From an optimization exercise on the open Yosys and OpenROAD flow, aimed at small area and a short achievable clock period; shortcuts taken in it are not production practice. The RTL was checked by simulation tests, not by an equivalence proof against the original design. Power figures rest on the tool's default switching activity, not on a simulated workload.

==> juniper <==
Design CPU, start of the top module:
module CPU(
	input tempPCWrite, Reset, Clk, tempPCSource, tempGeneralWrite,
	input [31:0] tempID_PC,
	input [31:0] IMemData,
	output [31:0] PCtoInsMem,
	output [31:0] PCtoID,
	output [31:0] IFinstructions,
	output [31:0] IF_ID_PC,
	output [31:0] IF_ID_INSTRUCTIONS,
	input [31:0] tempWriteData,
	input [5:0] tempWriteSelect,
	output [31:0] readData1, readData2, controls,
	output signed [31:0] ID_PC,
	output PCSource,
	output [25:0] locations,
	output [31:0] SE_Imm,
	output [4:0] rs1, rs2,
	output [31:0] ID_EX_Rdata1, ID_EX_Rdata2, ID_EX_Controls,
	output [25:0] ID_EX_Locations,
	output [31:0] tempALUOut, ImmMemData, MUXA_Out, EX_MEM_ImmMemData,
	output [4:0] EX_DEST,
	output [31:0] EX_MEM_CONTROLS, EX_MEM_ALUOut,
	output [4:0] EX_MEM_DEST,
	output [31:0] MEM_MemoryOut,
	output [31:0] MEM_WB_CONTROLS, MEM_WB_ALUout, MEM_WB_MemoryOut,
	output [4:0] MEM_WB_DEST,
	output [31:0] WB_writeBackData,
	output WB_RegWrite
	);
clock: 11.0 ns
lec_check: 0
cap_margin: 20
core_margin: 2
core_utilization: 45
cts_cluster_diameter: 115
cts_cluster_size: 24
slew_margin: 20
synth_hierarchical: 1
synth_minimum_keep_size: 0
tns_end_percent: 0
standard.sh (not shown) runs the stock make flow with config.mk's settings and CLKGATE_MAP_FILE= SYNTH_SCRIPT=/design/flow/synth_recipe.tcl, a recipe that flattens the netlist after the stock synthesis.
==> flow/flow/run.sh <==
#!/bin/bash
set -euo pipefail
bash standard.sh synth > synth.log 2>&1
bash standard.sh SETUP_SLACK_MARGIN=6.2 \
  BUFFER_PORTS_ARGS="-buffer_cell sky130_fd_sc_hd__buf_1" finish > layout.log 2>&1
==> inputs of maple, as changes to juniper <==
--- a/flow/config.mk
+++ b/flow/config.mk
@@ -10,4 +10,2 @@
 export CORE_UTILIZATION = 45
-export CTS_CLUSTER_DIAMETER = 115
-export CTS_CLUSTER_SIZE = 24
 export SLEW_MARGIN = 20
==> inputs of sierra, as changes to juniper <==
==> flow/run.sh (new file) <==
#!/bin/bash
# synth_recipe.tcl (not shown) runs the flow's synth.tcl, then flattens the netlist and writes it again
# the make line also repeats each setting of config.mk as NAME=value (left out here)
make -C /OpenROAD-flow-scripts/flow DESIGN_CONFIG=/design/flow/config.mk WORK_HOME=/design/flow/orfs CLKGATE_MAP_FILE= SYNTH_SCRIPT=/design/flow/synth_recipe.tcl finish
--- a/flow/config.mk
+++ b/flow/config.mk
@@ -10,4 +10,3 @@
 export CORE_UTILIZATION = 45
-export CTS_CLUSTER_DIAMETER = 115
-export CTS_CLUSTER_SIZE = 24
+export SETUP_SLACK_MARGIN = 5
 export SLEW_MARGIN = 20
removed: flow/flow/run.sh
removed: flow/standard.sh
==> qor summary <==
Insertion delay to the later sink of the worst-skew pair: juniper 850 ps; maple 910 ps; sierra 920 ps
Proportion of power drawn by flip-flops and latches: juniper 0.563; maple 0.475; sierra 0.466
Min-Delay Endpoint: juniper PC[12]$_SDFFE_PP0P_; maple PC[6]$_SDFFE_PP0P_; sierra PC[22]$_SDFFE_PP0P_
Via count: juniper 84200; maple 85100; sierra 83700
Placed cell area: juniper 0.104 sq mm; maple 0.104 sq mm; sierra 0.109 sq mm
Placed wire-length estimate: juniper 301000 um; maple 301000 um; sierra 307000 um
Fraction of standard cell area in multi-input logic: juniper 0.341; maple 0.329; sierra 0.315
Number of fillers in the final layout: juniper 18800; maple 18400; sierra 18300
Layout-stage area growth over the synthesis result: juniper 14.1%; maple 18.4%; sierra 20.3%
Invs w/o clock: juniper 246; maple 245; sierra 245
Capturing instance or port of the critical path: juniper grp_eq[3]$_SDFF_PP1_; maple grp_eq[3]$_SDFF_PP1_; sierra grp_eq[5]$_SDFF_PP1_
Clock-pin slew reported for the worst setup and hold paths after clock tree synthesis: juniper 100 ps; maple 60 ps; sierra 60 ps
Clock buffer count: juniper 147; maple 288; sierra 299
Clock Power Share: juniper 0.274; maple 0.388; sierra 0.400
Status: juniper timing/DRC/antenna clean; maple timing/DRC/antenna clean; sierra timing/DRC/antenna clean

port drivers added, routing unchanged:
The results above use ideal ports. As a check the final layouts listed here were re-extracted and re-timed, cells and wires unchanged. Step 1 sets driving cells, clkbuf_16 on the clock port and buf_2 on the other inputs (assumed; they add their load-dependent delay and slew). Step 2 moves the port delays by t, midway between the first and last clock arrival at a register: inputs arrive t later, outputs are due t later. That takes back most of the time a late clock gives input paths. a / b / c = no drivers / after step 1 / after step 2; a / b = the first two.
run	t, ns	setup WS [ns]	pins driven straight from the clock port
juniper	0.912	5.668 / 5.743 / 4.831	1
maple	0.988	5.686 / 5.713 / 4.748	1
sierra	0.984	4.661 / 4.660 / 3.757	1
After both steps every run listed still meets setup and hold. The setup slack of maple, which loses most, moves by +0.027 ns with the drivers and by -0.938 ns with both steps.
